What follows belongs to an exercise in optimizing a design on an open flow for small area; a production flow would make more cautious choices.
Where RTL was checked, it was by simulation tests only, not by an equivalence proof against the original.
Function not checked in run 2: the RTL went through the layout flow alone.
Power figures rest on the tool's default switching activity, not on a simulated workload.

`flow/flow/run.sh`:
```
#!/bin/bash
# ORFS synthesis with an area-oriented abc script (registers as in the
# standard synthesis), then the standard layout with smaller port buffers
# and a clock tree without dummy loads. Each tool's output goes to its own
# log in this folder (and ORFS's per-step logs under orfs/logs).
set -euo pipefail
W=$(pwd)

bash standard.sh synth \
  SYNTH_SCRIPT=$W/flow/synth.tcl MY_ABC_SCRIPT=$W/flow/area.abc \
  > $W/flow_synth.log 2>&1

bash standard.sh finish \
  "BUFFER_PORTS_ARGS=-buffer_cell sky130_fd_sc_hd__buf_1" \
  "CTS_ARGS=-sink_clustering_enable -repair_clock_nets -dont_use_dummy_load -buf_list sky130_fd_sc_hd__clkbuf_4 -sink_clustering_size 10 -sink_clustering_max_diameter 40" \
  > $W/flow_finish.log 2>&1
```
`flow/flow/area.abc`:
```
&get -n; &st; &nf -a -R 1000; &put
```
`flow/flow/synth.tcl`:
```
proc synth {args} { yosys synth -nofsm -noshare {*}$args }
proc abc {args} {
  set i [lsearch -exact $args -script]
  if { $i >= 0 && [info exists ::env(MY_ABC_SCRIPT)] } { lset args [expr {$i + 1}] $::env(MY_ABC_SCRIPT) }
  yosys abc {*}$args
}
source $::env(SCRIPTS_DIR)/synth.tcl
# left out here: clear keep_hierarchy, flatten, clean up, hide names made inside functions, write 1_2_yosys.v
```
`flow/standard.sh`:
```
#!/bin/bash
# synth_recipe.tcl (not shown) runs the flow's synth.tcl, then flattens the netlist and writes it again
# the make line also repeats each setting of config.mk as NAME=value (left out here)
make -C /OpenROAD-flow-scripts/flow DESIGN_CONFIG=/design/flow/config.mk WORK_HOME=/design/flow/orfs CLKGATE_MAP_FILE= SYNTH_SCRIPT=/design/flow/synth_recipe.tcl "${@:-finish}"
```
`flow/config.mk`:
```
export PLATFORM = sky130hd
export DESIGN_NAME = datapath
export DESIGN_NICKNAME = datapath
export VERILOG_FILES = /design/flow/design.v
export SDC_FILE = /design/flow/constraint.sdc
export NUM_CORES = 4
export LEC_CHECK = 0
export CAP_MARGIN = 10
export CORE_MARGIN = 2
export CORE_UTILIZATION = 40
export PLACE_DENSITY = 0.55
export SLEW_MARGIN = 10
```
`flow/constraint.sdc`:
```
create_clock -name core_clock -period 12.0 [get_ports {clk}]
set_input_delay 2.4000 -clock core_clock [delete_from_list [all_inputs] [get_ports {clk}]]
set_output_delay 2.4000 -clock core_clock [all_outputs]
set_load 0.01 [all_outputs]
```
`flow/design.v`:
```
module alu(
   input  [15:0] A,      
   input  [15:0] B,      
   input  [2:0]  op,     
   input  [3:0]  imm,    
   output [15:0] Out
   );
   wire        sub = ~op[1] & op[0];
   wire [15:0] bx  = B ^ {16{sub}};
   wire [15:0] sum = A + bx + {15'd0, sub};
   wire [15:0] lg  = op[0] ? (A | B) : (A & B);
   wire right = op[1] ^ op[0];
   wire left  = ~right;
   wire rl    = op[1] & op[0];
   wire fill  = op[1] & ~op[0] & A[15];
   wire [15:0] d [0:4];
   assign d[0] = A;
   genvar s, i;
   generate
      for (s = 0; s < 4; s = s + 1) begin : g_st
         localparam integer SH = 1 << s;
         localparam Q = s & 1;                  
         wire n  = ~imm[s];
         wire l  = left  & imm[s];
         wire r  = right & imm[s];
         wire lr = rl    & imm[s];
         for (i = 0; i < 16; i = i + 1) begin : g_bit
            wire dl, dr, sl;
            if (i >= SH) begin
               assign dl = d[s][i-SH];
               assign sl = l;
            end else if (Q == 0) begin
               assign dl = d[s][i-SH+16];       
               assign sl = lr;
            end else begin
               assign dl = d[s][i-SH+16] | ~rl;  
               assign sl = l;
            end
            if (i + SH <= 15)
               assign dr = d[s][i+SH];
            else
               assign dr = fill ^ Q;            
            assign d[s+1][i] = ~((n & d[s][i]) | (sl & dl) | (r & dr));
         end
      end
   endgenerate
   wire s_sh = op[2], s_lg = ~op[2] & op[1], s_sum = ~op[2] & ~op[1];
   assign Out = ~(({16{s_sh}} & ~d[4]) | ({16{s_lg}} & ~lg) | ({16{s_sum}} & ~sum));
endmodule
module Reg_File (
	input         Clock,
	input         Reset,
	input         Wen,
	input  [3:0]  RAddr1,
	input  [3:0]  RAddr2,
	input  [3:0]  WAddr,
	input  [15:0] WData,
	output [15:0] RData1,
	output [15:0] RData2
	);
	reg  [15:0] R [1:15];
	reg  [15:1] valid;
	wire [15:1] wsel, s1, s2;
	genvar i;
	generate
		for (i = 1; i < 16; i = i + 1) begin : g_reg
			assign wsel[i] = Wen & (WAddr == i);
			assign s1[i]   = valid[i] & (RAddr1 == i);
			assign s2[i]   = valid[i] & (RAddr2 == i);
			always @(posedge Clock or negedge Reset)
				if (!Reset)
					valid[i] <= 1'b0;
				else if (wsel[i])
					valid[i] <= 1'b1;
			always @(posedge Clock)
				if (wsel[i])
					R[i] <= WData;
		end
	endgenerate
	function [15:0] rd(input [15:1] s);
		integer g;
		reg [15:0] grp;
		begin
			rd = 16'd0;
			for (g = 0; g < 5; g = g + 1) begin
				grp = ({16{s[3*g+1]}} & R[3*g+1]) |
				      ({16{s[3*g+2]}} & R[3*g+2]) |
				      ({16{s[3*g+3]}} & R[3*g+3]);
				rd = rd | grp;
			end
		end
	endfunction
	assign RData1 = rd(s1);
	assign RData2 = rd(s2);
endmodule
module Control(
  input  [3:0] control_input,
  output       WriteEn,
  output [2:0] ALUOp
  );
  assign WriteEn = control_input[3];
  assign ALUOp   = control_input[2:0];
endmodule
module datapath (
	input         clk,
	input         rst,
	input  [15:0] Instruction,
	input  [15:0] DataInit,
	input         InitSel,
	output [15:0] ALUOut
);
wire        WriteEn;
wire [2:0]  ALUOp;
wire [15:0] RData1;
wire [15:0] RData2;
wire [15:0] WData;
assign WData = InitSel ? ALUOut : DataInit;
Control Control_inst (
		.control_input(Instruction[15:12]),
		.ALUOp(ALUOp),
		.WriteEn(WriteEn)
);
alu alu_inst (
		.A(RData1),
		.B(RData2),
		.op(ALUOp),
		.imm(Instruction[3:0]),
		.Out(ALUOut)
);
Reg_File Reg_File_inst (
		.Clock(clk),
		.Reset(rst),
		.Wen(WriteEn),
		.RAddr1(Instruction[7:4]),
		.RAddr2(Instruction[3:0]),
		.WAddr(Instruction[11:8]),
		.WData(WData),
		.RData1(RData1),
		.RData2(RData2)
);
endmodule
```
==> qor.csv, run 1 <==
stage;metric;value;unit
layout;number of nets in the layout;988;
logic_synthesis;post-synthesis register bit count;255;
critical_path;Crit path required time;9600;ps
power_and_ir_drop;peak supply drop;0.00005388;V
grt;Total GRT Usage;25.72;%
min_path;cell depth of the worst min-delay path;1;
logic_synthesis;Yosys Warn Count;3;
clock_tree;CTS tree;yes;
logic_synthesis;synthesized instance count;848;
critical_path;CP Capture Type;output port;
layout;area grow syn2layout;7.740;%
logic_synthesis;post-synth top area share;58.81;%
sta;final slew viol count;0;
sta;setup ws final;1979;ps
status;outcome;no timing/DRC/antenna violations;
sta;Rel. slew slack;20.94;%
die;CORE AREA;30350;µm²
clock_tree;post-CTS sizing;0;
clock_tree;Clock Sinks;255;
route;highest metal used;met4;
min_path;Hold Path Origin;Reg_File_inst.valid[7]$_DFFE_PN0P_;
die;die area;32050;µm²
route;WL final;41250;µm
clock_tree;H-tree depth;2;
placement;GPL Wtd Cong;0.9336;
sta;minimum clock period;10020;ps
placement;DP HPWL;27170;µm
route;met3 WL;4177;µm
power_and_ir_drop;leak pwr;0.004086;µW
logic_synthesis;fraction of registers with async set/reset;5.882;%
grt;largest net degree at the start of global routing;21;
sta;Worst-Margin Slew;1186;ps
clock_tree;post-CTS setup buffers;0;
route;# DRC;0;
route;via count;9670;
clock_tree;Root Driver;clkbuf_4;
logic_synthesis;Top FF cell, synth;edfxtp_1;
grt;vias in the first global route;9005;
clock_tree;worst-case clock buffer depth;3;
clock_tree;Post-CTS Hold Buffers;0;
logic_synthesis;EDFF count, synth;240;
layout;Final Cell Area;13200;µm²
placement;Port Buffers;50;
logic_synthesis;Seq/Total Area, Yosys;61.87;%
die;row cnt;64;
min_path;hold endpoint;Reg_File_inst.valid[7]$_DFFE_PN0P_;
sta;Final Hold Vio Count;0;
layout;most frequent cells in the layout;edfxtp_1, a222oi_1, and3_1;
logic_synthesis;post-synth cell types;32;
critical_path;worst r2r src;Reg_File_inst.valid[9]$_DFFE_PN0P_;
job;Max-Cap Viols;0;
min_path;Hold Crit Class;register to register;
logic_synthesis;Synth area leader;edfxtp_1;
die;Die H;179.0;µm
power_and_ir_drop;PD cells;141.6;nW/µm²
route;wire per inst;31.01;µm
grt;GRT Residual Overflow;0;
logic_synthesis;Mean Syn Cell Area;14.45;µm²
route;antenna-violating nets left;0;
layout;post-route core utilization;43.50;%
sta;clock skew;58.36;ps
critical_path;reg2reg end;Reg_File_inst.R[15][5]$_DFFE_PP_;
clock_tree;Reg clk slew, reported paths;70;ps
clock_tree;Clock Latency Late Sink;640;ps
logic_synthesis;top cells by area, synth;edfxtp_1, a222oi_1, and3_1, dfrtp_1, a221oi_1;
route;met2 wire len;19280;µm
die;IO Count;51;
route;met1 WL;16290;µm
placement;pre-CTS setup slack;2177;ps
sta;setup_tns;0;ps
grt;first-pass GRT wire length;59150;µm
sta;Fmax;99.79;MHz
critical_path;CP Max Fanout;20;
die;die width;179.0;µm
logic_synthesis;syn_nets;901;
placement;Cell Area, Placed;12940;µm²
sta;Setup Viol. Count Final;0;
critical_path;Crit path arrival time;7620;ps
sta;RSZ-0062 raised after global routing;no;
critical_path;reg2reg setup slack;6780;ps
sta;Tcrit/Tclk final;83.51;%
layout;layout cells sized above 1;3.751;%
critical_path;Crit Path Category;input pin to output port;
route;initial drt markers;2037;
route;Initial DRT Pass Iterations;13;
logic_synthesis;Post-Syn Area;12250;µm²
grt;initial antenna violation count;1;
die;Initial Util;40.38;%
route;vias per cell;7.271;
clock_tree;CTS Buf Count;35;
layout;most common cell after layout, fill and taps aside;edfxtp_1;
critical_path;startpoint types;input pin;
critical_path;worst-case reg-to-reg path depth;13;
## worst max-delay path, cell delays in order
cell      delay [ps]
buf_1            170
clkinv_1         470
nor2_1           520
and3_1           800
a222oi_1         260
and3_1           250
nand3_1          160
xor2_1           100
ha_1             460
nand2_1           90
o21ai_0          420
a21oi_1          240
o41ai_1          550
xnor2_1          140
a221oi_1         390
buf_1            200
## report_power, final
part           switching (µW)  internal, µW
sequential               11.5          1020
combinational             300           135
clock                     267           135
## cell families after synthesis
family,Yosys count,synth area share (%)
AO/OA/AOI/OAI,297,21.88
flip-flops,255,61.87
AND/OR/NAND/NOR,204,8.965
buffers and inverters,10,0.3063
XOR/XNOR,31,2.216
adder cells (fa/ha/maj),34,3.206
multiplexers,17,1.552
## cells in the mapped netlist (2+ instances only)
library cell / n
a21oi_1: 25
a221o_1: 8
a221oi_1: 25
a222oi_1: 200
a31oi_1: 3
and2_0: 9
and3_1: 78
clkinv_1: 10
dfrtp_1: 15
edfxtp_1: 240
ha_1: 17
maj3_1: 16
mux2_1: 16
nand2_1: 17
nand3_1: 32
nand4_1: 5
nor2_1: 36
nor2b_1: 8
nor3_1: 4
o211ai_1: 3
o21a_1: 10
o21ai_0: 10
o21bai_1: 2
o22ai_1: 8
or2_0: 15
xnor2_1: 9
xor2_1: 22
## sequential cells by signal, indices dropped and copies added, names as in the netlist
register             count
Reg_File_inst.R        240
Reg_File_inst.valid     15
## cell type report
type                    instances  area (µm²)
fillers                      2796       17150
inverters                      10       37.54
well taps                     396       495.5
multi-input cells             583        4634
clock buffers                  35       262.8
flip-flops and latches        255        7582
repair buffers                 50       187.7
diodes                          1       2.502
## metrics by stage
step,hold WS (ps),power [µW],cells
floorplan,449.3,1321,848
global route,516.9,1949,1330
CTS,496.2,1869,1329
detailed placement,476.0,1476,1294
finish,488.0,1870,1330
global placement,469.3,1476,1294
## metal layers
| layer | up-vias | track usage, % |
|---|---|---|
| met5 | - | 0 |
| met4 | 0 | 9.383 |
| met3 | 99 | 5.174 |
| met2 | 603 | 42.34 |
| met1 | 4827 | 33.70 |
| li1 | 4141 | - |
## worst max path at each step
stage	cells past startpoint	slack [ps]	to	startpoint
global placement	16	2180	ALUOut[15]	Instruction[1]
detailed placement	16	2180	ALUOut[15]	Instruction[1]
floorplan	14	3950	ALUOut[15]	Instruction[3]
global route	16	1760	ALUOut[15]	Instruction[2]
CTS	16	2160	ALUOut[15]	Instruction[1]
finish	16	1980	ALUOut[15]	Instruction[1]
==> run 2: changes to the inputs <==
--- a/flow/design.v
+++ b/flow/design.v
@@ -8,5 +8,23 @@
    wire        sub = ~op[1] & op[0];
    wire [15:0] bx  = B ^ {16{sub}};
-   wire [15:0] sum = A + bx + {15'd0, sub};
+   wire [15:0] g = A & bx, p = A ^ bx;
+   wire [3:0]  bg, bp;
+   wire [4:0]  bc;
+   wire [15:0] c;
+   assign bc[0] = sub;
+   genvar j, m;
+   generate
+      for (j = 0; j < 4; j = j + 1) begin : g_blk
+         assign bg[j] = g[4*j+3] | (p[4*j+3] & (g[4*j+2] | (p[4*j+2] &
+                        (g[4*j+1] | (p[4*j+1] & g[4*j])))));
+         assign bp[j] = p[4*j+3] & p[4*j+2] & p[4*j+1] & p[4*j];
+         assign bc[j+1] = bg[j] | (bp[j] & bc[j]);
+         assign c[4*j] = bc[j];
+         for (m = 1; m < 4; m = m + 1) begin : g_in
+            assign c[4*j+m] = g[4*j+m-1] | (p[4*j+m-1] & c[4*j+m-1]);
+         end
+      end
+   endgenerate
+   wire [15:0] sum = p ^ c;
    wire [15:0] lg  = op[0] ? (A | B) : (A & B);
    wire right = op[1] ^ op[0];
==> run 2 against run 1 <==
Critical endpoint is now ALUOut[14]; sequential share of layout area is 0.28 points lower; hold slack gained 19 ps; sequential power about the same; synthesized cell count decreased by 5.3%; still clean; sequential cell count did not move; wire length fell by 0.33%; power shrank 0.99%.
==> qor.csv, run 2 <==
stage;metric;value;unit;change
status;outcome;no timing/DRC/antenna violations;;
clock_tree;Clock Latency Late Sink;660;ps;+20 ps
layout;sequential cell area;7582;µm²;unchanged
clock_tree;Reg clk slew, reported paths;100;ps;+30 ps
power_and_ir_drop;Logic pwr share;21.0;%;-2.3 points
logic_synthesis;XOR/XNOR Fraction of Synth Area;1.589;%;-0.63 points
logic_synthesis;Synth area leader;edfxtp_1;;
layout;FILL cells;2690;;-3.8%
clock_tree;post-CTS sizing;0;;unchanged
sta;RSZ-0062 raised after global routing;no;;
critical_path;startpoint types;input pin;;
logic_synthesis;most frequent cells after synthesis;edfxtp_1, a222oi_1, and3_1, nand3_1, nor2_1;;
sta;Final Hold Vio Count;0;;unchanged
job;Max-Cap Viols;0;;unchanged
logic_synthesis;post-synth cell types;27;;-16%
logic_synthesis;Simple-Gate Fraction of Synth Area;8.954;%;-0.011 points
logic_synthesis;largest family of logic cells by synthesized area;compound AO/OA/AOI/OAI gates;;
route;initial drt markers;1982;;-2.7%
grt;Total GRT Usage;25.96;%;+0.24 points
grt;largest net degree at the start of global routing;21;;unchanged
critical_path;Crit path arrival time;8650;ps;+1030 ps
layout;most flop-heavy register;Reg_File_inst.R;;
power_and_ir_drop;Power Internal;1297;µW;+0.44%
clock_tree;worst-case clock buffer depth;3;;unchanged
sta;Worst-Margin Slew;1205;ps;+19.06 ps
die;CORE AREA;29720;µm²;-2.1%
logic_synthesis;Top FF cell, synth;edfxtp_1;;
sta;Rel. slew slack;19.67;%;-1.3 points
die;die width;178.1;µm;-0.50%
sta;minimum clock period;11050;ps;+1029 ps
layout;layout cells sized above 1;6.572;%;+2.8 points
sta;Fmax;90.49;MHz;-9.3%
power_and_ir_drop;Pwr Total;1851;µW;-0.99%
clock_tree;CTS Buf Count;39;;+11%
grt;initial antenna violation count;1;;unchanged
critical_path;Crit Path Category;input pin to output port;;
die;Initial Util;40.82;%;+0.44 points
route;vias per cell;7.257;;-0.19%
route;via count;9492;;-1.8%
critical_path;Crit path required time;9600;ps;about the same
route;WL final;41110;µm;-0.33%
logic_synthesis;Post-Syn Area;12130;µm²;-1.0%
power_and_ir_drop;peak supply drop;0.00006370;V;+18%
layout;area grow syn2layout;9.387;%;
die;Die H;178.1;µm;-0.50%
route;Initial DRT Pass Iterations;14;;+1
logic_synthesis;fraction of registers with async set/reset;5.882;%;unchanged
layout;max reg flops;240;;unchanged
logic_synthesis;Yosys Warn Count;3;;unchanged
logic_synthesis;count leader, synth;edfxtp_1;;
die;row cnt;63;;-1.6%
logic_synthesis;multiplexer share of the synthesized area;1.578;%;+0.026 points
logic_synthesis;Seq/Total Area, Yosys;62.51;%;+0.64 points
critical_path;CP Capture Type;output port;;
logic_synthesis;syn_nets;864;;-4.1%
logic_synthesis;post-synth top area share;59.42;%;+0.61 points
logic_synthesis;Mean Syn Cell Area;15.10;µm²;+4.5%
die;die area;31730;µm²;-1.0%
clock_tree;H-tree depth;2;;unchanged
sta;setup_tns;0;ps;unchanged
layout;multi-input logic area;4494;µm²;-3.0%
route;antenna-violating nets left;0;;unchanged
grt;GRT Residual Overflow;0;;unchanged
sta;Setup Viol. Count Final;0;;unchanged
clock_tree;CTS tree;yes;;
min_path;Hold Crit Class;register to register;;
layout;number of nets in the layout;976;;-1.2%
sta;final slew viol count;0;;unchanged
power_and_ir_drop;leak pwr;0.004291;µW;+5.0%
logic_synthesis;complex-gate fraction of the synthesized area;20.25;%;-1.6 points
layout;most common cell after layout, fill and taps aside;edfxtp_1;;
clock_tree;Clock Sinks;255;;unchanged
logic_synthesis;post-synthesis adder-cell area fraction;4.683;%;+1.5 points
clock_tree;Root Driver;clkbuf_4;;
layout;post-route core utilization;44.65;%;+1.1 points
logic_synthesis;synthesized instance count;803;;-5.3%
placement;Port Buffers;50;;unchanged
grt;vias in the first global route;9077;;+0.80%
layout;most frequent cells in the layout;edfxtp_1, a222oi_1, and3_1;;
placement;DP HPWL;27680;µm;+1.9%
clock_tree;post-CTS setup buffers;0;;unchanged
power_and_ir_drop;Clk network pwr share;23.1;%;+1.6 points
clock_tree;Post-CTS Hold Buffers;0;;unchanged
power_and_ir_drop;NetSw;554.2;µW;-4.2%
sta;clock skew;90.94;ps;+32.58 ps
logic_synthesis;top cells by area, synth;edfxtp_1, a222oi_1, and3_1, dfrtp_1, fa_1;;
layout;Largest regs;Reg_File_inst.R: 240 flops, Reg_File_inst.valid: 15 flops;;
power_and_ir_drop;PD cells;139.5;nW/µm²;-1.5%
route;# DRC;0;;unchanged
logic_synthesis;post-synthesis register bit count;255;;unchanged
critical_path;CP Max Fanout;19;;-5.0%
logic_synthesis;EDFF count, synth;240;;unchanged
power_and_ir_drop;Sw Ratio;29.94;%;-1.0 points
sta;Tcrit/Tclk final;92.09;%;+8.6 points
grt;first-pass GRT wire length;59780;µm;+1.1%
die;IO Count;51;;unchanged
power_and_ir_drop;Seq pwr share;55.9;%;+0.7 points
route;wire per inst;31.43;µm;+1.3%
placement;GPL Wtd Cong;0.8910;;-4.6%
==> run 2: changes by cell type in the layout (fill, tap and decap cells not counted), sizes merged, moves of 6 or more <==
cell    delta
nor2       -6
xor2       -7
fa        +10
a221oi    -15
a222oi     +9
a21oi     -22
buf       +21
o21a      -10
a21o       +6
==> run 2: metal layers <==
| layer | global-route usage [%] | vias up | part of all wire [%] |
|---|---|---|---|
| met3 | 5.286 | 79 | 11 |
| met4 | 9.836 | 0 | 2.9 |
| met2 | 40.83 | 674 | 46 |
| met5 | 0 | - | 0 |
| met1 | 35.55 | 4747 | 40 |
| li1 | - | 3992 | - |
==> run 2: worst max-delay path: stages <==
cell and delay (ps):
buf_1 180, clkinv_1 440, nor2_1 430, and3_1 760, a222oi_1 240, and3_1 210, nand3_1 170, xor2_1 270
ha_1 300, a21o_1 180, a21o_1 170, a221o_1 370, a221o_1 370, a221o_1 350, fa_1 430, fa_1 400
clkinv_1 70, fa_1 400, a221oi_1 320, buf_1 190
==> run 2: through the flow <==
step | setup WS [ps] | hold slack [ps] | area [µm²] | cells
after CTS | 1032 | 501.7 | 13260 | 1303
after global placement | 1167 | 472.4 | 12960 | 1264
after detailed placement | 1038 | 477.0 | 12960 | 1264
after global routing | 525.9 | 542.6 | 13270 | 1308
after floorplan | 2205 | 449.3 | 12130 | 803
final | 949.2 | 506.6 | 13270 | 1308
==> run 2: worst paths after layout <==
check,start,slack (ps),depth (start not counted),to
setup / recovery,Instruction[0],950,20,ALUOut[14]
hold / removal,Reg_File_inst.valid[7]$_DFFE_PN0P_,510,1,Reg_File_inst.valid[7]$_DFFE_PN0P_
setup reg to reg,Reg_File_inst.valid[5]$_DFFE_PN0P_,5750,16,Reg_File_inst.R[14][14]$_DFFE_PP_
hold reg to reg,Reg_File_inst.valid[7]$_DFFE_PN0P_,510,1,Reg_File_inst.valid[7]$_DFFE_PN0P_
max in group asynchronous,rst,9540,1,Reg_File_inst.valid[8]$_DFFE_PN0P_
min in group asynchronous,rst,1850,1,Reg_File_inst.valid[9]$_DFFE_PN0P_
==> run 2: cell type report <==
class                   instances  share of cell area [%]
diodes                          5                 0.09430
clock buffers                  39                   2.207
multi-input cells             534                   33.87
inverters                      14                  0.3961
flip-flops and latches        255                   57.15
repair buffers                 71                   2.603
well taps                     390                   3.678
==> run 2: cell families (layout without fill, tap and decap cells) <==
kind of cell / count (synthesis) / after routing
AOI/OAI and AO/OA: 257 / 257
xor gates and xnor gates: 22 / 22
adders and majority gates: 42 / 42
buffers and inverters: 14 / 124
DFF: 255 / 255
muxes: 17 / 17
other: 0 / 5
and+or+nand+nor: 196 / 196
==> run 2: power by group through the flow <==
stage | clock, µW | sequential, µW | combinational, µW
detailed placement | 0 | 1050 | 380
global placement | 0 | 1050 | 380
CTS | 436 | 1030 | 381
finish | 427 | 1030 | 389
floorplan | 0 | 1050 | 238
global route | 472 | 1040 | 421
==> run 3: changes to the inputs <==
--- a/flow/design.v
+++ b/flow/design.v
@@ -27,5 +27,5 @@
    endgenerate
    wire [15:0] sum = p ^ c;
-   wire [15:0] lg  = op[0] ? (A | B) : (A & B);
+   wire [15:0] lg  = g | ({16{op[0]}} & p);    
    wire right = op[1] ^ op[0];
    wire left  = ~right;
--- a/flow/config.mk
+++ b/flow/config.mk
@@ -9,4 +9,5 @@
 export CORE_MARGIN = 2
 export CORE_UTILIZATION = 40
+export GPL_TIMING_DRIVEN = 0
 export PLACE_DENSITY = 0.55
 export SLEW_MARGIN = 10
==> run 3 against run 2 <==
Clock skew up 24 ps; critical path depth up 1; wire length down 4.9%; synthesized area down 0.39%; critical path type unchanged; highest routed layer unchanged; sequential share of layout area up 1.0 points; global-route usage down 1.5 points; critical endpoint is now ALUOut[15]; largest power group unchanged; core utilization down 0.77 points; sequential cell count unchanged; largest cell class unchanged; maximum frequency down 6.4%; cell area down 1.7%.
==> qor.csv, run 3 <==
stage;metric;value;unit;change
die;Initial Util;40.66;%;-0.16 points
clock_tree;CTS Buf Count;37;;-5.1%
clock_tree;Root Driver;clkbuf_4;;
layout;max reg flops;240;;unchanged
sta;setup_tns;0;ps;unchanged
layout;Largest regs;Reg_File_inst.R: 240 flops, Reg_File_inst.valid: 15 flops;;
logic_synthesis;fraction of registers with async set/reset;5.882;%;unchanged
placement;DP HPWL;24980;µm;-9.7%
layout;number of nets in the layout;946;;-3.1%
placement;pre-CTS setup slack;310.3;ps;-728.2 ps
placement;Port Buffers;50;;unchanged
logic_synthesis;Synth area leader;edfxtp_1;;
grt;first-pass GRT wire length;56540;µm;-5.4%
die;die width;177.8;µm;-0.19%
sta;Fmax;84.67;MHz;-6.4%
grt;GRT Residual Overflow;0;;unchanged
power_and_ir_drop;peak supply drop;0.00004945;V;-22%
clock_tree;Post-CTS Hold Buffers;0;;unchanged
die;IO Count;51;;unchanged
placement;Cell Area, Placed;12760;µm²;-1.6%
clock_tree;post-CTS sizing;0;;unchanged
clock_tree;CTS tree;yes;;
critical_path;CP Max Fanout;20;;+1
critical_path;startpoint types;input pin;;
sta;Worst-Margin Slew;1183;ps;-21.99 ps
logic_synthesis;count leader, synth;edfxtp_1;;
grt;Total GRT Usage;24.45;%;-1.5 points
logic_synthesis;Seq/Total Area, Yosys;62.76;%;+0.25 points
critical_path;Crit path required time;9600;ps;about the same
min_path;Hold Crit Class;register to register;;
die;CORE AREA;29720;µm²;unchanged
power_and_ir_drop;PD cells;141.2;nW/µm²;+1.2%
layout;FILL cells;2699;;+0.33%
route;antenna-violating nets left;0;;unchanged
logic_synthesis;Yosys Warn Count;3;;unchanged
sta;minimum clock period;11810;ps;+760.2 ps
layout;Final Cell Area;13040;µm²;-1.7%
logic_synthesis;post-synthesis register bit count;255;;unchanged
grt;vias in the first global route;8867;;-2.3%
clock_tree;worst-case clock buffer depth;3;;unchanged
layout;most common cell after layout, fill and taps aside;edfxtp_1;;
layout;area grow syn2layout;7.912;%;
route;Initial DRT Pass Iterations;11;;-3
die;Die H;177.8;µm;-0.19%
sta;Rel. slew slack;21.13;%;+1.5 points
clock_tree;post-CTS setup buffers;0;;unchanged
logic_synthesis;Post-Syn Area;12080;µm²;-0.39%
logic_synthesis;top cells by area, synth;edfxtp_1, a222oi_1, and3_1, dfrtp_1, ha_1;;
die;row cnt;63;;unchanged
critical_path;Crit path arrival time;9410;ps;+760 ps
route;# DRC;0;;unchanged
logic_synthesis;syn_nets;857;;-0.81%
sta;Final Hold Vio Count;0;;unchanged
grt;largest net degree at the start of global routing;21;;unchanged
clock_tree;H-tree depth;2;;unchanged
sta;Setup Viol. Count Final;0;;unchanged
route;initial drt markers;1738;;-12%
grt;initial antenna violation count;1;;unchanged
placement;GPL Wtd Cong;0.9089;;+2.0%
logic_synthesis;Mean Syn Cell Area;15.25;µm²;+0.99%
status;outcome;no timing/DRC/antenna violations;;
placement;placed insts;1232;;-2.5%
route;WL final;39100;µm;-4.9%
sta;setup ws final;189.0;ps;-760.2 ps
logic_synthesis;post-synth cell types;23;;-15%
sta;RSZ-0062 raised after global routing;no;;
route;vias per cell;7.344;;+1.2%
sta;final slew viol count;0;;unchanged
logic_synthesis;post-synth top area share;59.65;%;+0.23 points
sta;clock skew;114.5;ps;+23.55 ps
logic_synthesis;EDFF count, synth;240;;unchanged
layout;most frequent cells in the layout;edfxtp_1, a222oi_1, and3_1;;
clock_tree;Reg clk slew, reported paths;60;ps;-40 ps
sta;Tcrit/Tclk final;98.42;%;+6.3 points
logic_synthesis;most frequent cells after synthesis;edfxtp_1, a222oi_1, and3_1, nor2_1, nand3_1;;
layout;Finished Layout Cells;1270;;-2.9%
route;via count;9327;;-1.7%
layout;most flop-heavy register;Reg_File_inst.R;;
die;die area;31610;µm²;-0.39%
clock_tree;Clock Sinks;255;;unchanged
critical_path;CP Capture Type;output port;;
critical_path;Crit Path Category;input pin to output port;;
logic_synthesis;Top FF cell, synth;edfxtp_1;;
logic_synthesis;synthesized instance count;792;;-1.4%
route;wire per inst;30.78;µm;-2.1%
power_and_ir_drop;leak pwr;0.004187;µW;-2.4%
layout;layout cells sized above 1;4.209;%;-2.4 points
clock_tree;Clock Latency Late Sink;670;ps;about the same
job;Max-Cap Viols;0;;unchanged
[run 3: cell types whose count changed in the layout (fill, tap and decap cells not counted), sizes merged, moves of 7 or more]
cell,delta
a221o,+7
a221oi,+15
buf,-21
maj3,-16
o21ai,-10
nand2,-12
o22ai,-8
a21oi,+13
[run 3: path summary, 6_finish.rpt]
| path | from | endpoint | slack (ps) | cells after the start |
|---|---|---|---|---|
| worst max-delay path | Instruction[3] | ALUOut[15] | 190 | 21 |
| max in group asynchronous | rst | Reg_File_inst.valid[5]$_DFFE_PN0P_ | 9630 | 1 |
| worst min register to register | Reg_File_inst.valid[5]$_DFFE_PN0P_ | Reg_File_inst.valid[5]$_DFFE_PN0P_ | 490 | 1 |
| worst max register to register | Reg_File_inst.valid[9]$_DFFE_PN0P_ | Reg_File_inst.R[10][15]$_DFFE_PP_ | 5250 | 18 |
| min in group asynchronous | rst | Reg_File_inst.valid[7]$_DFFE_PN0P_ | 1830 | 1 |
| worst min-delay path | Reg_File_inst.valid[5]$_DFFE_PN0P_ | Reg_File_inst.valid[5]$_DFFE_PN0P_ | 490 | 1 |
[run 3: metrics by stage]
step | total power (µW) | hold WS (ps) | utilization, %
2_1_floorplan | 1297 | 449.3 | -
3_3_place_gp | 1427 | 468.7 | 42.93
3_5_place_dp | 1429 | 475.5 | 42.93
4_1_cts | 1837 | 495.1 | 43.86
5_1_grt | 1913 | 506.9 | 43.87
6_report | 1840 | 488.1 | 43.87
[run 3: power breakdown]
| group | switching [µW] | internal [µW] | leakage, µW |
|---|---|---|---|
| sequential | 11.3 | 1030 | 0.00232 |
| clock | 280 | 142 | 0.000170 |
| combinational | 255 | 126 | 0.00169 |
| total | 547 | 1290 | 0.00419 |
[run 3: worst max-delay path: stages]
cell      delay (ps)
buf_1            210
clkinv_1         550
nor2_1           490
and3_1           890
a222oi_1         280
and3_1           340
nand3_1          120
xor2_1           260
ha_1             320
a21o_1           160
a21o_1           160
a221o_1          390
a221o_1          430
a221o_1          390
fa_1             420
fa_1             440
fa_1             420
xor2_1           160
nor2_1            50
a221oi_1         310
buf_1            190
[run 3: per-layer routing]
layer  wire length [µm]  vias up  track usage (%)
met5                  0        -                0
met4                874        0            7.719
met3               4439       76            5.870
met2              18050      621            38.79
met1              15730     4697            33.19
li1                   -     3933                -
[run 3: cells by family (layout without fill, tap and decap cells)]
kind of cell,Yosys count,after routing,synth area share [%]
AO/OA/AOI/OAI,270,270,21.22
XOR/XNOR,21,21,1.522
adder cells (fa/ha/maj),30,30,3.790
buffers and inverters,10,97,0.3107
flip-flops,255,255,62.76
multiplexers,17,17,1.584
other,0,1,0
AND/OR/NAND/NOR,189,189,8.813
[run 3: final cells by class]
cell class | count | area, µm² | area share (%)
antenna | 1 | 2.502 | 0.01919
clock buffer | 37 | 277.8 | 2.131
inverter | 10 | 37.54 | 0.2879
multi-input combinational | 527 | 4462 | 34.22
sequential | 255 | 7582 | 58.16
tap | 390 | 488.0 | 3.743
timing repair buffer | 50 | 187.7 | 1.440
==> run 4: changes to the inputs <==
--- a/flow/config.mk
+++ b/flow/config.mk
@@ -8,6 +8,6 @@
 export CAP_MARGIN = 10
 export CORE_MARGIN = 2
-export CORE_UTILIZATION = 40
+export CORE_UTILIZATION = 55
 export GPL_TIMING_DRIVEN = 0
-export PLACE_DENSITY = 0.55
+export PLACE_DENSITY = 0.65
 export SLEW_MARGIN = 10
==> run 4 against run 3 <==
Die area fell by 27%; core utilization rose by 16 points; clock power down 4%; wire length shrank 1.2%; non-clock buffer count unchanged; clock skew is 11 ps higher; maximum frequency rose by 0.76%; sequential cell count unchanged; critical endpoint unchanged.
==> qor.csv, run 4 <==
stage;metric;value;unit;change
status;outcome;no timing/DRC/antenna violations;;
critical_path;Crit Path Category;input pin to output port;;
layout;most flop-heavy register;Reg_File_inst.R;;
die;Die H;152.2;µm;-14%
sta;minimum clock period;11720;ps;-89.60 ps
grt;vias in the first global route;9400;;+6.0%
critical_path;slowest CP cell;and3_1;;
grt;largest net degree at the start of global routing;21;;unchanged
power_and_ir_drop;PD cells;141.9;nW/µm²;+0.54%
die;CORE AREA;21690;µm²;-27%
job;Max-Cap Viols;0;;unchanged
route;via count;9502;;+1.9%
logic_synthesis;Mean Syn Cell Area;15.25;µm²;unchanged
critical_path;worst-case reg-to-reg path depth;18;;unchanged
grt;first-pass GRT wire length;56680;µm;+0.24%
die;Initial Util;55.71;%;+15 points
clock_tree;CTS Buf Count;36;;-2.7%
route;WL final;38620;µm;-1.2%
sta;Final Hold Vio Count;0;;unchanged
critical_path;Critical path buffers and inverters;3;;unchanged
layout;most frequent cells in the layout;edfxtp_1, a222oi_1, and3_1;;
route;wire per inst;33.32;µm;+8.3%
grt;Total GRT Usage;32.46;%;+8.0 points
logic_synthesis;Yosys Warn Count;3;;unchanged
logic_synthesis;count leader, synth;edfxtp_1;;
route;antenna-violating nets left;0;;unchanged
logic_synthesis;post-synth cell types;23;;unchanged
grt;GRT Residual Overflow;0;;unchanged
clock_tree;Root Driver;clkbuf_4;;
layout;layout cells sized above 1;4.442;%;+0.23 points
route;Initial DRT Pass Iterations;13;;+2
layout;Largest regs;Reg_File_inst.R: 240 flops, Reg_File_inst.valid: 15 flops;;
critical_path;Critical Path Max Stage Delay;830;ps;-60 ps
logic_synthesis;Top FF cell, synth;edfxtp_1;;
placement;Port Buffers;50;;unchanged
min_path;cell depth of the worst min-delay path;1;;unchanged
grt;initial antenna violation count;1;;unchanged
clock_tree;Reg clk slew, reported paths;50;ps;about the same
clock_tree;H-tree depth;2;;unchanged
logic_synthesis;Post-Syn Area;12080;µm²;unchanged
critical_path;CP Capture Type;output port;;
critical_path;CP Max Fanout;20;;unchanged
sta;hold_ws;486.1;ps;-2.034 ps
critical_path;startpoint types;input pin;;
sta;Rel. slew slack;19.95;%;-1.2 points
sta;Tcrit/Tclk final;97.68;%;-0.75 points
power_and_ir_drop;peak supply drop;0.00009028;V;+83%
die;IO Count;51;;unchanged
layout;number of nets in the layout;945;;-0.11%
clock_tree;CTS tree;yes;;
logic_synthesis;syn_nets;857;;unchanged
layout;Final Cell Area;12900;µm²;-1.1%
placement;Cell Area, Placed;12620;µm²;-1.1%
clock_tree;Post-CTS Hold Buffers;0;;unchanged
sta;Setup Viol. Count Final;0;;unchanged
die;row cnt;54;;-14%
die;die width;152.2;µm;-14%
layout;post-route core utilization;59.46;%;+16 points
route;initial drt markers;2034;;+17%
critical_path;crit-path cells;buf_1 -> clkinv_1 -> nor2_1 -> and3_1 -> a222oi_1 -> and3_1 -> nand3_1 -> xor2_1 -> ha_1 -> a21o_1 -> a21o_1 -> a221o_1 -> a221o_1 -> a221o_1 -> fa_1 -> fa_1 -> fa_1 -> xor2_1 -> nor2_1 -> a221oi_1 -> buf_1;;
route;vias per cell;8.198;;+12%
placement;DP HPWL;24760;µm;-0.90%
critical_path;Crit path arrival time;9320;ps;-90 ps
critical_path;CP top delay family;compound AO/OA/AOI/OAI gates;;
logic_synthesis;EDFF count, synth;240;;unchanged
logic_synthesis;Seq/Total Area, Yosys;62.76;%;unchanged
logic_synthesis;post-synthesis register bit count;255;;unchanged
power_and_ir_drop;leak pwr;0.004181;µW;-0.15%
layout;most common cell after layout, fill and taps aside;edfxtp_1;;
logic_synthesis;synthesized instance count;792;;unchanged
layout;area grow syn2layout;6.742;%;
route;# DRC;0;;unchanged
sta;RSZ-0062 raised after global routing;no;;
clock_tree;Clock Latency Late Sink;670;ps;about the same
sta;Fmax;85.31;MHz;+0.76%
layout;FILL cells;1712;;-37%
clock_tree;worst-case clock buffer depth;3;;unchanged
sta;setup_tns;0;ps;unchanged
sta;clock skew;125.7;ps;+11.25 ps
min_path;Hold Crit Class;register to register;;
logic_synthesis;top cells by area, synth;edfxtp_1, a222oi_1, and3_1, dfrtp_1, ha_1;;
critical_path;Crit path required time;9600;ps;about the same
critical_path;Worst path depth;21;;unchanged
sta;Worst-Margin Slew;1201;ps;+17.72 ps
logic_synthesis;post-synth top area share;59.65;%;unchanged
sta;final slew viol count;0;;unchanged
logic_synthesis;Synth area leader;edfxtp_1;;
logic_synthesis;most frequent cells after synthesis;edfxtp_1, a222oi_1, and3_1, nor2_1, nand3_1;;
layout;max reg flops;240;;unchanged
clock_tree;Clock Sinks;255;;unchanged
die;die area;23170;µm²;-27%
placement;GPL Wtd Cong;0.9433;;+3.8%
logic_synthesis;fraction of registers with async set/reset;5.882;%;unchanged
power_and_ir_drop;Pwr Total;1830;µW;-0.55%
-- run 4: changes by cell type in the layout (fill, tap and decap cells not counted) --
cell      change
and3_2        +3
and3_1        -3
clkbuf_4      -1
-- run 4: cell families after synthesis --
kind of cell	count (synthesis)	synth area share (%)
flops	255	62.76
mux	17	1.584
fa+ha+maj	30	3.790
simple gates	189	8.813
buf+inv	10	0.3107
xor+xnor	21	1.522
compound gates	270	21.22
-- run 4: timing repair --
item / in CTS / in global routing
setup endpoints to repair: 0 / 1
resized for setup: 0 / 3
setup buffers: 0 / 0
-- run 4: worst paths after layout --
kind | slack, ps | start | endpoint
worst max-delay path | 280 | Instruction[0] | ALUOut[15]
worst min-delay path | 490 | Reg_File_inst.valid[13]$_DFFE_PN0P_ | Reg_File_inst.valid[13]$_DFFE_PN0P_
worst max register to register | 5340 | Reg_File_inst.valid[1]$_DFFE_PN0P_ | Reg_File_inst.R[11][15]$_DFFE_PP_
worst min register to register | 490 | Reg_File_inst.valid[13]$_DFFE_PN0P_ | Reg_File_inst.valid[13]$_DFFE_PN0P_
max in group asynchronous | 9570 | rst | Reg_File_inst.valid[10]$_DFFE_PN0P_
min in group asynchronous | 1860 | rst | Reg_File_inst.valid[4]$_DFFE_PN0P_
-- run 4: stage by stage --
step           setup slack [ps]  std cells
2_1_floorplan              2100        792
3_3_place_gp              504.0       1122
3_5_place_dp              442.5       1122
4_1_cts                   429.8       1158
5_1_grt                   4.722       1159
6_report                  278.6       1159
-- run 4: layer usage --
layer / up-vias / track usage [%] / routed length [µm]
li1: 3925 / - / -
met2: 774 / 53.09 / 18120
met1: 4673 / 42.44 / 14190
met5: - / 0 / 0
met3: 130 / 6.229 / 4582
met4: 0 / 15.04 / 1734
-- run 4: area by class of cell --
type / instances / area, µm² / area share (%)
flip-flops and latches: 255 / 7582 / 58.80
multi-input cells: 527 / 4466 / 34.63
well taps: 280 / 350.3 / 2.717
clock buffers: 36 / 270.3 / 2.096
repair buffers: 50 / 187.7 / 1.455
inverters: 10 / 37.54 / 0.2911
diodes: 1 / 2.502 / 0.01940
-- run 4: where the power goes --
group | internal [µW] | switching, µW
clock | 138 | 265
combinational | 127 | 263
sequential | 1030 | 11.7
==> run 5: changes to the inputs <==
--- a/flow/design.v
+++ b/flow/design.v
@@ -80,10 +80,21 @@
 	reg  [15:1] valid;
 	wire [15:1] wsel, s1, s2;
+	wire [3:0] wlo, whi, r1lo, r1hi, r2lo, r2hi;
 	genvar i;
 	generate
+		for (i = 0; i < 4; i = i + 1) begin : g_pre
+			assign wlo[i]  = (WAddr[1:0] == i);
+			assign whi[i]  = Wen & (WAddr[3:2] == i);
+			assign r1lo[i] = (RAddr1[1:0] == i);
+			assign r1hi[i] = (RAddr1[3:2] == i);
+			assign r2lo[i] = (RAddr2[1:0] == i);
+			assign r2hi[i] = (RAddr2[3:2] == i);
+		end
+	endgenerate
+	generate
 		for (i = 1; i < 16; i = i + 1) begin : g_reg
-			assign wsel[i] = Wen & (WAddr == i);
-			assign s1[i]   = valid[i] & (RAddr1 == i);
-			assign s2[i]   = valid[i] & (RAddr2 == i);
+			assign wsel[i] = wlo[i%4] & whi[i/4];
+			assign s1[i]   = valid[i] & r1lo[i%4] & r1hi[i/4];
+			assign s2[i]   = valid[i] & r2lo[i%4] & r2hi[i/4];
 			always @(posedge Clock or negedge Reset)
 				if (!Reset)
--- a/flow/config.mk
+++ b/flow/config.mk
@@ -8,6 +8,5 @@
 export CAP_MARGIN = 10
 export CORE_MARGIN = 2
-export CORE_UTILIZATION = 55
-export GPL_TIMING_DRIVEN = 0
-export PLACE_DENSITY = 0.65
+export CORE_UTILIZATION = 40
+export PLACE_DENSITY = 0.55
 export SLEW_MARGIN = 10
==> run 5 against run 4 <==
Critical path depth unchanged; maximum frequency up 6.0%; wire length up 5.3%; sequential share of layout area down 1.7 points; still clean; global-route usage down 6.8 points; highest routed layer unchanged; largest cell class unchanged.
==> qor.csv, run 5 <==
stage;metric;value;unit;change
layout;Largest regs;Reg_File_inst.R: 240 flops, Reg_File_inst.valid: 15 flops;;
clock_tree;Clock Latency Late Sink;700;ps;+30 ps
clock_tree;Reg clk slew, reported paths;90;ps;+40 ps
layout;Final Cell Area;13290;µm²;+3.1%
grt;largest net degree at the start of global routing;21;;unchanged
route;vias per cell;7.186;;-12%
power_and_ir_drop;Seq pwr share;55.7;%;-1.0 points
placement;placed insts;1263;;+13%
critical_path;startpoint types;input pin;;
critical_path;CP Max Fanout;20;;unchanged
power_and_ir_drop;Pwr Total;1865;µW;+1.9%
logic_synthesis;Mean Syn Cell Area;15.21;µm²;-0.29%
status;outcome;no timing/DRC/antenna violations;;
sta;Fmax;90.41;MHz;+6.0%
critical_path;reg2reg end;Reg_File_inst.R[7][15]$_DFFE_PP_;;
die;IO Count;51;;unchanged
placement;GPL Wtd Cong;0.8947;;-5.2%
logic_synthesis;syn_nets;857;;unchanged
layout;layout cells sized above 1;9.221;%;+4.8 points
clock_tree;Clock Sinks;255;;unchanged
power_and_ir_drop;NetSw;563.9;µW;+4.4%
critical_path;Crit path required time;9600;ps;about the same
critical_path;Crit path arrival time;8660;ps;-660 ps
die;die width;177.5;µm;+17%
logic_synthesis;post-synth cell types;25;;+8.7%
sta;Worst-Margin Slew;1213;ps;+11.84 ps
critical_path;CP top delay family;compound AO/OA/AOI/OAI gates;;
sta;clock skew;145.3;ps;+19.51 ps
placement;Cell Area, Placed;13000;µm²;+3.0%
power_and_ir_drop;PD cells;140.3;nW/µm²;-1.1%
power_and_ir_drop;peak supply drop;0.00008023;V;-11%
layout;area grow syn2layout;10.32;%;
die;CORE AREA;29640;µm²;+37%
route;Initial DRT Pass Iterations;14;;+1
die;row cnt;63;;+17%
critical_path;Critical Path Max Stage Delay;560;ps;-270 ps
critical_path;CP Capture Type;output port;;
logic_synthesis;Top FF cell, synth;edfxtp_1;;
power_and_ir_drop;Sw Ratio;30.23;%;+0.74 points
sta;Final Hold Vio Count;0;;unchanged
logic_synthesis;post-synth top area share;59.83;%;+0.17 points
power_and_ir_drop;Clk network pwr share;22.8;%;+0.7 points
clock_tree;CTS tree;yes;;
critical_path;slowest CP cell;and3_1;;
sta;Tcrit/Tclk final;92.18;%;-5.5 points
grt;Total GRT Usage;25.69;%;-6.8 points
clock_tree;Root Driver;clkbuf_4;;
layout;max reg flops;240;;unchanged
grt;first-pass GRT wire length;58790;µm;+3.7%
placement;DP HPWL;27760;µm;+12%
grt;vias in the first global route;8915;;-5.2%
critical_path;worst-case reg-to-reg path depth;17;;-1
logic_synthesis;Seq/Total Area, Yosys;62.94;%;+0.18 points
sta;RSZ-0062 raised after global routing;no;;
critical_path;Worst path depth;21;;unchanged
logic_synthesis;fraction of registers with async set/reset;5.882;%;unchanged
min_path;Hold Crit Class;register to register;;
clock_tree;post-CTS setup buffers;0;;unchanged
critical_path;Worst setup startpoint;Instruction[2];;
placement;Port Buffers;50;;unchanged
logic_synthesis;EDFF count, synth;240;;unchanged
critical_path;reg2reg setup slack;5520;ps;+180 ps
die;die area;31520;µm²;+36%
critical_path;Worst Setup EP;ALUOut[15];;
clock_tree;worst-case clock buffer depth;3;;unchanged
grt;initial antenna violation count;1;;unchanged
sta;setup_tns;0;ps;unchanged
critical_path;Critical path buffers and inverters;3;;unchanged
clock_tree;CTS Buf Count;38;;+5.6%
logic_synthesis;count leader, synth;edfxtp_1;;
sta;Rel. slew slack;19.07;%;-0.88 points
layout;most flop-heavy register;Reg_File_inst.R;;
power_and_ir_drop;leak pwr;0.004287;µW;+2.5%
layout;Finished Layout Cells;1303;;+12%
critical_path;worst r2r src;Reg_File_inst.valid[8]$_DFFE_PN0P_;;
logic_synthesis;Yosys Warn Count;3;;unchanged
grt;GRT Residual Overflow;0;;unchanged
sta;minimum clock period;11060;ps;-660.3 ps
logic_synthesis;post-synthesis register bit count;255;;unchanged
power_and_ir_drop;Logic pwr share;21.4;%;about the same
route;wire per inst;31.22;µm;-6.3%
job;Max-Cap Viols;0;;unchanged
clock_tree;post-CTS sizing;0;;unchanged
layout;number of nets in the layout;978;;+3.5%
sta;final slew viol count;0;;unchanged
logic_synthesis;synthesized instance count;792;;unchanged
route;WL final;40680;µm;+5.3%
sta;Setup Viol. Count Final;0;;unchanged
die;Die H;177.5;µm;+17%
logic_synthesis;Post-Syn Area;12050;µm²;-0.29%
die;Initial Util;40.65;%;-15 points
clock_tree;H-tree depth;2;;unchanged
critical_path;crit-path cells;buf_1 -> clkinv_1 -> nor2_1 -> and3_1 -> a222oi_1 -> and3_1 -> nand3_1 -> xor2_1 -> ha_1 -> a21o_1 -> a21o_1 -> a221o_1 -> a221o_1 -> a221o_1 -> fa_1 -> fa_1 -> fa_1 -> xor2_1 -> nor2_1 -> a221oi_1 -> buf_1;;
logic_synthesis;most frequent cells after synthesis;edfxtp_1, a222oi_1, and3_1, nor2_1, nand3_1;;
critical_path;Crit Path Category;input pin to output port;;
route;initial drt markers;1861;;-8.5%
logic_synthesis;top cells by area, synth;edfxtp_1, a222oi_1, and3_1, dfrtp_1, ha_1;;
layout;most frequent cells in the layout;edfxtp_1, a222oi_1, and3_1;;
route;via count;9363;;-1.5%
clock_tree;Post-CTS Hold Buffers;0;;unchanged
layout;most common cell after layout, fill and taps aside;edfxtp_1;;
power_and_ir_drop;Power Internal;1301;µW;+0.85%
route;# DRC;0;;unchanged
logic_synthesis;Synth area leader;edfxtp_1;;
route;antenna-violating nets left;0;;unchanged
min_path;cell depth of the worst min-delay path;1;;unchanged
run 5: final cells by class:
type,count,area [µm²]
antenna,2,5.005
clock buffer,38,285.3
fill,2731,16350
inverter,10,37.54
multi-input combinational,527,4472
sequential,255,7582
tap,390,488.0
timing repair buffer,81,420.4
run 5: per-layer routing:
layer  routed length [µm]  track usage [%]  up-vias
met5                    0                0        -
li1                     -                -     3990
met2                19330            41.60      611
met1                15930            34.80     4686
met4                 1231            8.914        0
met3                 4187            4.649       76
run 5: logic make-up (layout without fill, tap and decap cells):
| group | after synthesis | in the layout | share of synthesized area, % |
|---|---|---|---|
| flip-flops | 255 | 255 | 62.94 |
| AO/OA/AOI/OAI | 270 | 270 | 21.28 |
| XOR/XNOR | 21 | 21 | 1.527 |
| other | 0 | 2 | 0 |
| buffers and inverters | 10 | 129 | 0.3116 |
| adder cells (fa/ha/maj) | 30 | 30 | 3.801 |
| AND/OR/NAND/NOR | 189 | 189 | 8.548 |
| multiplexers | 17 | 17 | 1.589 |
run 5: power groups by stage:
| stage | sequential, µW | combinational (µW) | clock, µW |
|---|---|---|---|
| 5_1_grt | 1040 | 434 | 469 |
| 3_3_place_gp | 1060 | 388 | 0 |
| 4_1_cts | 1040 | 391 | 436 |
| 6_report | 1040 | 400 | 426 |
| 3_5_place_dp | 1060 | 389 | 0 |
| 2_1_floorplan | 1050 | 245 | 0 |
run 5: metrics by stage:
| stage | setup WS [ps] | util, % | hold WS [ps] |
|---|---|---|---|
| after floorplan | 2112 | - | 449.3 |
| after detailed placement | 1120 | 43.86 | 493.5 |
| after global routing | 596.3 | 44.83 | 534.9 |
| final | 938.9 | 44.84 | 517.1 |
| after CTS | 1124 | 44.82 | 516.0 |
| after global placement | 1204 | 43.86 | 484.4 |
run 5: worst min path at each step:
stage | from | endpoint | slack, ps
floorplan | Reg_File_inst.valid[10]$_DFFE_PN0P_ | Reg_File_inst.valid[10]$_DFFE_PN0P_ | 450
global placement | Reg_File_inst.valid[1]$_DFFE_PN0P_ | Reg_File_inst.valid[1]$_DFFE_PN0P_ | 480
detailed placement | Reg_File_inst.valid[3]$_DFFE_PN0P_ | Reg_File_inst.valid[3]$_DFFE_PN0P_ | 490
CTS | Reg_File_inst.valid[3]$_DFFE_PN0P_ | Reg_File_inst.valid[3]$_DFFE_PN0P_ | 520
global route | Reg_File_inst.valid[5]$_DFFE_PN0P_ | Reg_File_inst.valid[5]$_DFFE_PN0P_ | 530
finish | Reg_File_inst.valid[5]$_DFFE_PN0P_ | Reg_File_inst.valid[5]$_DFFE_PN0P_ | 520
==> run 6: changes to the inputs <==
--- a/flow/config.mk
+++ b/flow/config.mk
@@ -9,4 +9,5 @@
 export CORE_MARGIN = 2
 export CORE_UTILIZATION = 40
+export GPL_TIMING_DRIVEN = 0
 export PLACE_DENSITY = 0.55
 export SLEW_MARGIN = 10
==> run 6 against run 5 <==
Setup slack lost 600 ps; highest routed layer unchanged; clock skew decreased by 42 ps; critical path depth unchanged; synthesized area did not move; hold slack worse by 26 ps; sequential share of layout area down 0.21 points; power decreased by 0.77%; clock-buffer cell count rose by 1.
==> qor.csv, run 6 <==
stage;metric;value;unit;change
status;outcome;no timing/DRC/antenna violations;;
layout;layout cells sized above 1;8.120;%;-1.1 points
clock_tree;Clock Sinks;255;;unchanged
clock_tree;Clock Latency Late Sink;650;ps;-50 ps
die;IO Count;51;;unchanged
critical_path;Crit Path Category;input pin to output port;;
die;CORE AREA;29640;µm²;unchanged
grt;Total GRT Usage;25.07;%;-0.62 points
clock_tree;CTS Buf Count;39;;+2.6%
clock_tree;Post-CTS Hold Buffers;0;;unchanged
grt;largest net degree at the start of global routing;21;;unchanged
power_and_ir_drop;Seq pwr share;56.0;%;+0.3 points
logic_synthesis;synthesized instance count;792;;unchanged
logic_synthesis;count leader, synth;edfxtp_1;;
logic_synthesis;top cells by area, synth;edfxtp_1, a222oi_1, and3_1, dfrtp_1, ha_1;;
logic_synthesis;Top FF cell, synth;edfxtp_1;;
sta;Setup Viol. Count Final;0;;unchanged
placement;DP HPWL;26180;µm;-5.7%
power_and_ir_drop;Power Internal;1305;µW;+0.30%
die;Die H;177.5;µm;unchanged
sta;setup ws final;340.1;ps;-598.8 ps
logic_synthesis;EDFF count, synth;240;;unchanged
critical_path;slowest CP cell;and3_1;;
power_and_ir_drop;Clk network pwr share;22.9;%;about the same
die;Initial Util;40.65;%;unchanged
route;Initial DRT Pass Iterations;11;;-3
logic_synthesis;syn_nets;857;;unchanged
grt;first-pass GRT wire length;57940;µm;-1.5%
logic_synthesis;post-synthesis register bit count;255;;unchanged
route;initial drt markers;1831;;-1.6%
sta;Worst-Margin Slew;1199;ps;-13.91 ps
critical_path;Critical Path Max Stage Delay;850;ps;+290 ps
layout;most frequent cells in the layout;edfxtp_1, a222oi_1, and3_1;;
route;antenna-violating nets left;0;;unchanged
sta;final slew viol count;0;;unchanged
route;WL final;39880;µm;-2.0%
layout;most flop-heavy register;Reg_File_inst.R;;
logic_synthesis;Mean Syn Cell Area;15.21;µm²;unchanged
clock_tree;CTS tree;yes;;
power_and_ir_drop;Logic pwr share;21.1;%;-0.3 points
power_and_ir_drop;PD cells;138.7;nW/µm²;-1.1%
layout;most common cell after layout, fill and taps aside;edfxtp_1;;
die;die width;177.5;µm;unchanged
sta;Tcrit/Tclk final;97.17;%;+5.0 points
critical_path;CP Capture Type;output port;;
placement;GPL Wtd Cong;0.8975;;+0.31%
route;vias per cell;7.371;;+2.6%
sta;clock skew;103.1;ps;-42.17 ps
logic_synthesis;fraction of registers with async set/reset;5.882;%;unchanged
logic_synthesis;post-synth cell types;25;;unchanged
critical_path;CP Max Fanout;20;;unchanged
job;Max-Cap Viols;0;;unchanged
layout;number of nets in the layout;966;;-1.2%
power_and_ir_drop;leak pwr;0.004261;µW;-0.62%
logic_synthesis;Synth area leader;edfxtp_1;;
logic_synthesis;post-synth top area share;59.83;%;unchanged
layout;area grow syn2layout;10.73;%;
power_and_ir_drop;NetSw;545.6;µW;-3.3%
placement;pre-CTS setup slack;386.7;ps;-733.6 ps
clock_tree;Root Driver;clkbuf_4;;
die;row cnt;63;;unchanged
critical_path;startpoint types;input pin;;
grt;initial antenna violation count;1;;unchanged
sta;setup_tns;0;ps;unchanged
sta;Fmax;85.76;MHz;-5.1%
grt;GRT Residual Overflow;0;;unchanged
clock_tree;post-CTS setup buffers;0;;unchanged
logic_synthesis;most frequent cells after synthesis;edfxtp_1, a222oi_1, and3_1, nor2_1, nand3_1;;
power_and_ir_drop;Sw Ratio;29.48;%;-0.76 points
sta;RSZ-0062 raised after global routing;no;;
sta;Final Hold Vio Count;0;;unchanged
critical_path;Crit path arrival time;9260;ps;+600 ps
sta;Rel. slew slack;20.09;%;+1.0 points
layout;FILL cells;2698;;-1.2%
layout;max reg flops;240;;unchanged
sta;minimum clock period;11660;ps;+598.8 ps
power_and_ir_drop;peak supply drop;0.00004645;V;-42%
layout;Largest regs;Reg_File_inst.R: 240 flops, Reg_File_inst.valid: 15 flops;;
route;wire per inst;30.91;µm;-0.99%
grt;vias in the first global route;9028;;+1.3%
route;via count;9509;;+1.6%
logic_synthesis;Post-Syn Area;12050;µm²;unchanged
placement;Port Buffers;50;;unchanged
logic_synthesis;Yosys Warn Count;3;;unchanged
clock_tree;post-CTS sizing;0;;unchanged
clock_tree;Reg clk slew, reported paths;60;ps;-30 ps
clock_tree;H-tree depth;2;;unchanged
die;die area;31520;µm²;unchanged
min_path;Hold Crit Class;register to register;;
critical_path;Crit path required time;9600;ps;about the same
critical_path;crit-path cells;buf_1 -> clkinv_1 -> nor2_1 -> and3_1 -> a222oi_1 -> and3_1 -> nand3_1 -> xor2_1 -> ha_1 -> a21o_1 -> a21o_1 -> a221o_1 -> a221o_1 -> a221o_1 -> fa_1 -> fa_1 -> fa_1 -> xor2_1 -> nor2_1 -> a221oi_1 -> buf_1;;
logic_synthesis;Seq/Total Area, Yosys;62.94;%;unchanged
route;# DRC;0;;unchanged
clock_tree;worst-case clock buffer depth;3;;unchanged
[run 6: cell counts after synthesis]
Identical to the previous run, type by type.
[run 6: per-stage QoR]
stage | utilization, % | instances | instance area (µm²) | hold WS [ps] | total power (µW)
final | 45.01 | 1290 | 13340 | 490.9 | 1851
after global routing | 45.01 | 1290 | 13340 | 511.5 | 1933
after CTS | 44.99 | 1289 | 13340 | 490.8 | 1850
after detailed placement | 44.01 | 1250 | 13040 | 474.0 | 1437
after global placement | 42.92 | 1232 | 12720 | 468.8 | 1432
after floorplan | - | 792 | 12050 | 449.3 | 1296
[run 6: final timing paths]
path                                                         start                            endpoint  slack (ps)  cells after the start
worst min-delay path            Reg_File_inst.valid[5]$_DFFE_PN0P_  Reg_File_inst.valid[5]$_DFFE_PN0P_         490                      1
worst max register to register  Reg_File_inst.valid[1]$_DFFE_PN0P_   Reg_File_inst.R[10][15]$_DFFE_PP_        5280                     18
worst max-delay path                                Instruction[3]                          ALUOut[15]         340                     21
max in group asynchronous                                      rst  Reg_File_inst.valid[9]$_DFFE_PN0P_        9560                      1
min in group asynchronous                                      rst  Reg_File_inst.valid[6]$_DFFE_PN0P_        1850                      1
worst min register to register  Reg_File_inst.valid[5]$_DFFE_PN0P_  Reg_File_inst.valid[5]$_DFFE_PN0P_         490                      1
[run 6: area by class of cell]
type                            count  area, µm²  share of cell area (%)
Antenna cell                        1      2.502                 0.01876
Sequential cell                   255       7582                   56.84
Clock buffer                       39      292.8                   2.195
Timing Repair Buffer               68      462.9                   3.471
Inverter                           10      37.54                  0.2814
Tap cell                          390      488.0                   3.658
Multi-Input combinational cell    527       4473                   33.53
[run 6: cells by family (layout without fill, tap and decap cells)]
kind of cell               Yosys count  in the layout  synth area share, %
buffers and inverters               10            117               0.3116
other                                0              1                    0
xor gates and xnor gates            21             21                1.527
muxes                               17             17                1.589
and+or+nand+nor                    189            189                8.548
DFF                                255            255                62.94
adders and majority gates           30             30                3.801
AOI/OAI and AO/OA                  270            270                21.28
[run 6: metal layers]
layer  GRT usage (%)  wire [µm]
met5               0          0
met4           7.855       1075
met3           4.756       4397
met2           40.12      18330
met1           34.58      16080
[run 6: power by group through the flow]
stage,clock network [µW],registers [µW],logic [µW]
floorplan,0,1050,245
global placement,0,1060,376
detailed placement,0,1060,381
CTS,431,1040,383
global route,468,1040,426
finish,423,1040,391
[run 6: critical path: cells and delay by family]
family / cells / cell delay [ps]
XOR/XNOR: 2 / 420
AO/OA/AOI/OAI: 7 / 2100
adder cells (fa/ha/maj): 4 / 1620
AND/OR/NAND/NOR: 5 / 1790
buffers and inverters: 3 / 900

-- what the ideal ports hide --
How much do the figures lean on ideal ports? The routed layouts below were timed once more, with nothing changed but the port constraints. Step 1, drivers: a clkbuf_16 drives clk and a buf_2 each remaining input, both assumed. Step 2 adds t to the input delays and takes it off the output delays; t is the mean of the earliest and latest rising clock arrival at the registers after step 1. Input paths then give back, and output paths get back, about the clock's delay inside the block. a / b / c = ideal / step 1 / step 2; a / b = the first two.
| run | shift t [ns] | slack for setup (ns) | worst setup path after step 2 | slew at the worst register clock pin (ns) | worst data-port slew with drivers (ns) |
|---|---|---|---|---|---|
| run 1 | 0.660 | 1.979 / 1.954 / 1.954 | input to output | 0.12 / 0.12 | 0.05 |
| run 2 | 0.665 | 0.949 / 0.891 / 0.891 | input to output | 0.11 / 0.11 | 0.06 |
| run 3 | 0.657 | 0.189 / 0.161 / 0.161 | input to output | 0.12 / 0.12 | 0.04 |
| run 4 | 0.652 | 0.279 / 0.245 / 0.245 | input to output | 0.11 / 0.11 | 0.04 |
| run 5 | 0.668 | 0.939 / 0.905 / 0.905 | input to output | 0.11 / 0.11 | 0.05 |
| run 6 | 0.652 | 0.340 / 0.308 / 0.308 | input to output | 0.11 / 0.11 | 0.04 |
After both steps setup and hold are still met in every run listed. The setup slack of run 2, which loses most, moves by -0.058 ns with the drivers and by -0.058 ns with both steps.
